Context: an optimization exercise on an open-source flow, tuned for small area and a short achievable clock period. The choices shown serve that exercise and are no tape-out recipe.
Only simulation tests tie the RTL to the original design; equivalence was not proved.
Power and IR drop assume default switching activity.

==> inputs of 02-02 <==
// riscv_core
module riscv_core(clk,restart,imem_addr,imem_rdata,dmem_addr,dmem_wdata,dmem_we,dmem_rdata);
export LEC_CHECK = 0
export CAP_MARGIN = 20
export CORE_MARGIN = 2
export CORE_UTILIZATION = 35
export GPL_ROUTABILITY_DRIVEN = 1
export PLACE_DENSITY = 0.45
export SLEW_MARGIN = 20
create_clock -name core_clock -period 13.0 [get_ports {clk}]
run.sh (not shown) runs the stock make flow with config.mk's settings and CLKGATE_MAP_FILE= SYNTH_SCRIPT=/design/flow/synth_recipe.tcl, a recipe that flattens the netlist after the stock synthesis.
==> 02-25: changes against 02-02 <==
--- a/flow/design.v
+++ b/flow/design.v
@@ -142,18 +142,19 @@
 wire [31:0] imm_i = {{20{imm_i_r[11]}}, imm_i_r};
 wire [31:0] imm_s = {{20{imm_s_r[11]}}, imm_s_r};
 wire [31:0] imm_b = {1'b0, {19{imm_b_r[11]}}, imm_b_r[10:0], 1'b0};
 wire [31:0] imm_j = {1'b0, {11{imm_uj_r[19]}}, imm_uj_r[19], imm_uj_r[7:0], imm_uj_r[9], imm_uj_r[18:10], 1'b0};
 wire [31:0] imm_u = {imm_uj_r, 12'd0};
 wire [31:0] A = rd1;
 wire [31:0] B = alu_src[1] ? imm_s : (alu_src[0] ? imm_i : rd2);
 wire        flag = op2 == K_SUB;
-wire [31:0] addsub = A + (flag ? ~B : B) + {31'd0, flag};
-wire [31:0] diff = A - B;
+wire [31:0] addsub, diff;
+bk_add32 u_addsub(.a(A), .b(flag ? ~B : B), .cin(flag), .s(addsub));
+bk_add32 u_diff  (.a(A), .b(~B),            .cin(1'b1), .s(diff));
 wire [31:0] logic_o = (op2 == K_OR) ? (A | B) : (op2 == K_XOR) ? (A ^ B) : (A & B);
 wire        sh_right = op2 == K_SRL;
 wire [31:0] sh_in;
 wire [31:0] sh_out;
 wire [31:0] sh_r = (|B[31:5]) ? 32'd0 : (sh_in >> B[4:0]);
 genvar gi;
 generate
   for (gi = 0; gi < 32; gi = gi + 1) begin : g_rev
@@ -180,28 +181,30 @@
   end
   else begin
     op2 <= aluop; r_en <= !cu_br && !cu_jalr; j_en <= cu_jalr; bt <= cu_br && alu_p[0];
   end
 end
 wire [31:0] result = r_en ? alu_y : 32'd0;
 wire [31:0] jlr    = j_en ? alu_y : 32'd0;
 wire [31:0] pc_inc = pc_src ? imm_j : (bt ? imm_b : 32'd1);
-wire [31:0] pc_sum = pc + pc_inc;
+wire [31:0] pc_sum;
+bk_add32 u_pc_sum(.a(pc), .b(pc_inc), .cin(1'b0), .s(pc_sum));
 always @(posedge clk) begin
   if (restart) pc <= 32'd0;
   else         pc <= jt ? jlr : pc_sum;
   ir    <= imem_rdata;
   rst_q <= restart;
 end
 assign imem_addr = restart ? 32'd0 : pc;
 assign dmem_addr  = pc_r ? result : imem_addr;
 assign dmem_wdata = rd2;
 assign dmem_we    = wr_rd;
-wire [31:0] pc_usum = pc + (mem_alu[0] ? imm_u : 32'd1);
+wire [31:0] pc_usum;
+bk_add32 u_pc_usum(.a(pc), .b(mem_alu[0] ? imm_u : 32'd0), .cin(!mem_alu[0]), .s(pc_usum));
 wire [31:0] reg_in  = mem_alu[1] ? (mem_alu[0] ? result : imm_u) : pc_usum;
 wire [31:0] wd      = alu_dt ? dmem_rdata : reg_in;
 wire [4:0]  a_rd  = ir[11:7];
 wire [4:0]  a_rs1 = ir[19:15];
 wire [4:0]  a_rs2 = ir[24:20];
 wire [31:0] dec_rd  = 32'd1 << a_rd;
 wire [31:0] dec_rs1 = 32'd1 << a_rs1;
 wire [31:0] dec_rs2 = 32'd1 << a_rs2;
@@ -235,8 +238,36 @@
     rd1 <= 32'd0; rd2 <= 32'd0;
   end
   else if (reg_rd) begin
     rd1 <= byp1 ? wd : q1;
     rd2 <= byp2 ? wd : q2;
   end
 end
 endmodule
+module bk_add32(a, b, cin, s);
+input  [31:0] a, b;
+input         cin;
+output [31:0] s;
+reg [31:0] g, p, x;
+reg [31:0] c;
+integer l, i;
+always @* begin
+  x = a ^ b;
+  g = a & b;
+  p = x;
+  g[0] = g[0] | (p[0] & cin);
+  for (l = 0; l < 5; l = l + 1)
+    for (i = 0; i < 32; i = i + 1)
+      if (((i + 1) % (2 << l)) == 0) begin
+        g[i] = g[i] | (p[i] & g[i - (1 << l)]);
+        p[i] = p[i] & p[i - (1 << l)];
+      end
+  for (l = 3; l >= 0; l = l - 1)
+    for (i = 0; i < 32; i = i + 1)
+      if (((i + 1) % (2 << l)) == (1 << l) && (i + 1) > (2 << l)) begin
+        g[i] = g[i] | (p[i] & g[i - (1 << l)]);
+        p[i] = p[i] & p[i - (1 << l)];
+      end
+  c = {g[30:0], cin};
+end
+assign s = x ^ c;
+endmodule
==> flow/flow/run.sh (new file) <==
#!/bin/bash
# The standard ORFS layout, with repair_timing aiming for more setup slack than
# the design's settings allow, the restart input placed between the address
# outputs that it gates combinationally, and plain buffers on the ports.
set -uo pipefail
bash standard.sh SETUP_SLACK_MARGIN=7.5 IO_CONSTRAINTS="$PWD/flow/io.tcl" \
  BUFFER_PORTS_ARGS="-buffer_cell sky130_fd_sc_hd__buf_1" finish > run_standard.log 2>&1
==> flow/flow/io.tcl (new file) <==
# Keep restart next to the address outputs it gates combinationally.
set_io_pin_constraint -group -order -region right:* -pin_names {imem_addr[31] dmem_addr[31] imem_addr[30] dmem_addr[30] imem_addr[29] dmem_addr[29] imem_addr[28] dmem_addr[28] imem_addr[27] dmem_addr[27] imem_addr[26] dmem_addr[26] imem_addr[25] dmem_addr[25] imem_addr[24] dmem_addr[24] imem_addr[23] dmem_addr[23] imem_addr[22] dmem_addr[22] imem_addr[21] dmem_addr[21] imem_addr[20] dmem_addr[20] imem_addr[19] dmem_addr[19] imem_addr[18] dmem_addr[18] imem_addr[17] dmem_addr[17] imem_addr[16] dmem_addr[16] restart imem_addr[15] dmem_addr[15] imem_addr[14] dmem_addr[14] imem_addr[13] dmem_addr[13] imem_addr[12] dmem_addr[12] imem_addr[11] dmem_addr[11] imem_addr[10] dmem_addr[10] imem_addr[9] dmem_addr[9] imem_addr[8] dmem_addr[8] imem_addr[7] dmem_addr[7] imem_addr[6] dmem_addr[6] imem_addr[5] dmem_addr[5] imem_addr[4] dmem_addr[4] imem_addr[3] dmem_addr[3] imem_addr[2] dmem_addr[2] imem_addr[1] dmem_addr[1] imem_addr[0] dmem_addr[0]}
==> flow/standard.sh (new file) <==
#!/bin/bash
# synth_recipe.tcl (not shown) runs the flow's synth.tcl, then flattens the netlist and writes it again
# the make line also repeats each setting of config.mk as NAME=value (left out here)
make -C /OpenROAD-flow-scripts/flow DESIGN_CONFIG=/design/flow/config.mk WORK_HOME=/design/flow/orfs CLKGATE_MAP_FILE= SYNTH_SCRIPT=/design/flow/synth_recipe.tcl "${@:-finish}"
==> flow/config.mk (replaced) <==
export PLATFORM = sky130hd
export DESIGN_NAME = riscv_core
export DESIGN_NICKNAME = riscv_core
export VERILOG_FILES = /design/flow/design.v
export SDC_FILE = /design/flow/constraint.sdc
export NUM_CORES = 4
export LEC_CHECK = 0
export CAP_MARGIN = 20
export CORE_MARGIN = 2
export CORE_UTILIZATION = 52
export CTS_CLUSTER_DIAMETER = 80
export CTS_CLUSTER_SIZE = 24
export GPL_ROUTABILITY_DRIVEN = 1
export PLACE_DENSITY = 0.62
export SLEW_MARGIN = 20
removed: flow/run.sh
==> 11-07: changes against 02-02 <==
--- a/flow/design.v
+++ b/flow/design.v
@@ -142,18 +142,19 @@
 wire [31:0] imm_i = {{20{imm_i_r[11]}}, imm_i_r};
 wire [31:0] imm_s = {{20{imm_s_r[11]}}, imm_s_r};
 wire [31:0] imm_b = {1'b0, {19{imm_b_r[11]}}, imm_b_r[10:0], 1'b0};
 wire [31:0] imm_j = {1'b0, {11{imm_uj_r[19]}}, imm_uj_r[19], imm_uj_r[7:0], imm_uj_r[9], imm_uj_r[18:10], 1'b0};
 wire [31:0] imm_u = {imm_uj_r, 12'd0};
 wire [31:0] A = rd1;
 wire [31:0] B = alu_src[1] ? imm_s : (alu_src[0] ? imm_i : rd2);
 wire        flag = op2 == K_SUB;
-wire [31:0] addsub = A + (flag ? ~B : B) + {31'd0, flag};
-wire [31:0] diff = A - B;
+wire [31:0] addsub, diff;
+bk_add32 u_addsub(.a(A), .b(flag ? ~B : B), .cin(flag), .s(addsub));
+bk_add32 u_diff  (.a(A), .b(~B),            .cin(1'b1), .s(diff));
 wire [31:0] logic_o = (op2 == K_OR) ? (A | B) : (op2 == K_XOR) ? (A ^ B) : (A & B);
 wire        sh_right = op2 == K_SRL;
 wire [31:0] sh_in;
 wire [31:0] sh_out;
 wire [31:0] sh_r = (|B[31:5]) ? 32'd0 : (sh_in >> B[4:0]);
 genvar gi;
 generate
   for (gi = 0; gi < 32; gi = gi + 1) begin : g_rev
@@ -180,28 +181,30 @@
   end
   else begin
     op2 <= aluop; r_en <= !cu_br && !cu_jalr; j_en <= cu_jalr; bt <= cu_br && alu_p[0];
   end
 end
 wire [31:0] result = r_en ? alu_y : 32'd0;
 wire [31:0] jlr    = j_en ? alu_y : 32'd0;
 wire [31:0] pc_inc = pc_src ? imm_j : (bt ? imm_b : 32'd1);
-wire [31:0] pc_sum = pc + pc_inc;
+wire [31:0] pc_sum;
+bk_add32 u_pc_sum(.a(pc), .b(pc_inc), .cin(1'b0), .s(pc_sum));
 always @(posedge clk) begin
   if (restart) pc <= 32'd0;
   else         pc <= jt ? jlr : pc_sum;
   ir    <= imem_rdata;
   rst_q <= restart;
 end
 assign imem_addr = restart ? 32'd0 : pc;
 assign dmem_addr  = pc_r ? result : imem_addr;
 assign dmem_wdata = rd2;
 assign dmem_we    = wr_rd;
-wire [31:0] pc_usum = pc + (mem_alu[0] ? imm_u : 32'd1);
+wire [31:0] pc_usum;
+bk_add32 u_pc_usum(.a(pc), .b(mem_alu[0] ? imm_u : 32'd0), .cin(!mem_alu[0]), .s(pc_usum));
 wire [31:0] reg_in  = mem_alu[1] ? (mem_alu[0] ? result : imm_u) : pc_usum;
 wire [31:0] wd      = alu_dt ? dmem_rdata : reg_in;
 wire [4:0]  a_rd  = ir[11:7];
 wire [4:0]  a_rs1 = ir[19:15];
 wire [4:0]  a_rs2 = ir[24:20];
 wire [31:0] dec_rd  = 32'd1 << a_rd;
 wire [31:0] dec_rs1 = 32'd1 << a_rs1;
 wire [31:0] dec_rs2 = 32'd1 << a_rs2;
@@ -235,8 +238,36 @@
     rd1 <= 32'd0; rd2 <= 32'd0;
   end
   else if (reg_rd) begin
     rd1 <= byp1 ? wd : q1;
     rd2 <= byp2 ? wd : q2;
   end
 end
 endmodule
+module bk_add32(a, b, cin, s);
+input  [31:0] a, b;
+input         cin;
+output [31:0] s;
+reg [31:0] g, p, x;
+reg [31:0] c;
+integer l, i;
+always @* begin
+  x = a ^ b;
+  g = a & b;
+  p = x;
+  g[0] = g[0] | (p[0] & cin);
+  for (l = 0; l < 5; l = l + 1)
+    for (i = 0; i < 32; i = i + 1)
+      if (((i + 1) % (2 << l)) == 0) begin
+        g[i] = g[i] | (p[i] & g[i - (1 << l)]);
+        p[i] = p[i] & p[i - (1 << l)];
+      end
+  for (l = 3; l >= 0; l = l - 1)
+    for (i = 0; i < 32; i = i + 1)
+      if (((i + 1) % (2 << l)) == (1 << l) && (i + 1) > (2 << l)) begin
+        g[i] = g[i] | (p[i] & g[i - (1 << l)]);
+        p[i] = p[i] & p[i - (1 << l)];
+      end
+  c = {g[30:0], cin};
+end
+assign s = x ^ c;
+endmodule
==> flow/flow/run.sh (new file) <==
#!/bin/bash
# The standard ORFS layout, with repair_timing aiming for more setup slack than
# the design's settings allow, and the restart input placed between the
# address outputs that it gates combinationally.
set -uo pipefail
bash standard.sh SETUP_SLACK_MARGIN=7.5 IO_CONSTRAINTS="$PWD/flow/io.tcl" finish > run_standard.log 2>&1
==> flow/flow/io.tcl (new file) <==
# Keep restart next to the address outputs it gates combinationally.
set_io_pin_constraint -group -order -region right:* -pin_names {imem_addr[31] dmem_addr[31] imem_addr[30] dmem_addr[30] imem_addr[29] dmem_addr[29] imem_addr[28] dmem_addr[28] imem_addr[27] dmem_addr[27] imem_addr[26] dmem_addr[26] imem_addr[25] dmem_addr[25] imem_addr[24] dmem_addr[24] imem_addr[23] dmem_addr[23] imem_addr[22] dmem_addr[22] imem_addr[21] dmem_addr[21] imem_addr[20] dmem_addr[20] imem_addr[19] dmem_addr[19] imem_addr[18] dmem_addr[18] imem_addr[17] dmem_addr[17] imem_addr[16] dmem_addr[16] restart imem_addr[15] dmem_addr[15] imem_addr[14] dmem_addr[14] imem_addr[13] dmem_addr[13] imem_addr[12] dmem_addr[12] imem_addr[11] dmem_addr[11] imem_addr[10] dmem_addr[10] imem_addr[9] dmem_addr[9] imem_addr[8] dmem_addr[8] imem_addr[7] dmem_addr[7] imem_addr[6] dmem_addr[6] imem_addr[5] dmem_addr[5] imem_addr[4] dmem_addr[4] imem_addr[3] dmem_addr[3] imem_addr[2] dmem_addr[2] imem_addr[1] dmem_addr[1] imem_addr[0] dmem_addr[0]}
==> flow/standard.sh (new file) <==
#!/bin/bash
# synth_recipe.tcl (not shown) runs the flow's synth.tcl, then flattens the netlist and writes it again
# the make line also repeats each setting of config.mk as NAME=value (left out here)
make -C /OpenROAD-flow-scripts/flow DESIGN_CONFIG=/design/flow/config.mk WORK_HOME=/design/flow/orfs CLKGATE_MAP_FILE= SYNTH_SCRIPT=/design/flow/synth_recipe.tcl "${@:-finish}"
==> flow/config.mk (replaced) <==
export PLATFORM = sky130hd
export DESIGN_NAME = riscv_core
export DESIGN_NICKNAME = riscv_core
export VERILOG_FILES = /design/flow/design.v
export SDC_FILE = /design/flow/constraint.sdc
export NUM_CORES = 4
export LEC_CHECK = 0
export CAP_MARGIN = 20
export CORE_MARGIN = 2
export CORE_UTILIZATION = 45
export CTS_CLUSTER_DIAMETER = 60
export CTS_CLUSTER_SIZE = 16
export GPL_ROUTABILITY_DRIVEN = 1
export PLACE_DENSITY = 0.55
export SLEW_MARGIN = 20
removed: flow/run.sh
==> results.txt <==
Fin Clk Skew=0.0698 ns; Die Span X=356 um; reg2reg setup slack=7.76 ns; sequential share of the synthesized area=57.8%; outcome=no timing/DRC/antenna violations; final instance area=70400 um^2; Multi-input gate area=25900 um^2; Clock Power Share=35.4%; insertion delay to the later sink of the worst-skew pair=0.74 ns; worst setup margin=7.09 ns; Clock-cell share=3.17%; Clock Buffer Count=93; CP max stage delay=0.16 ns
That was 02-25.
==> results.txt <==
CP max stage delay=0.17 ns; Clock Power Share=43.1%; final instance area=73000 um^2; required time of the critical path=10.40 ns; reg-to-reg startpoint=mem_alu[0]; final hold violation count=0; sequential share of the synthesized area=57.8%; Die Span X=382 um; outcome=no timing/DRC/antenna violations; worst setup margin=7.17 ns; Clock-cell share=5.18%; insertion delay to the later sink of the worst-skew pair=0.79 ns; Initial DRT Pass Iterations=10; fin crit share=44.9%; Clock Buffer Count=137
That was 11-07.
==> results.txt <==
outcome=no timing/DRC/antenna violations; Clock Buffer Count=195; reg2reg setup slack=7.69 ns; Fin Clk Skew=0.0318 ns; Synth Flop Type=edfxtp_1; Multi-input gate area=25600 um^2; insertion delay to the later sink of the worst-skew pair=0.84 ns; Clock Power Share=48.1%; worst setup margin=5.79 ns; CP max stage delay=0.58 ns; Die Span X=433 um
That was 02-02.

==> what the ideal ports hide <==
The results above use ideal ports. As a check the final layouts listed here were re-extracted and re-timed, cells and wires unchanged. Step 1 sets driving cells, clkbuf_16 on the clock port and buf_2 on the other inputs (assumed; they add their load-dependent delay and slew). Step 2 adds t to the input delays and takes it off the output delays; t is the mean of the earliest and latest rising clock arrival at the registers after step 1. Input paths then give back, and output paths get back, about the clock's delay inside the block. Three values: ideal ports, drivers, drivers and shift; two values: the first two.
run	t (ns)	slack for setup (ns)	worst hold slack (ns)	latest minus earliest clock arrival (ns)
02-02	0.902	5.787 / 5.734 / 5.734	0.416 / 0.416 / 0.416	0.040 / 0.040
02-25	0.779	7.091 / 6.913 / 6.913	0.473 / 0.473 / 0.473	0.071 / 0.071
11-07	0.840	7.166 / 6.764 / 6.764	0.469 / 0.469 / 0.469	0.057 / 0.056
After both steps every run listed still meets setup and hold. The setup slack of 11-07, which loses most, moves by -0.402 ns with the drivers and by -0.402 ns with both steps.
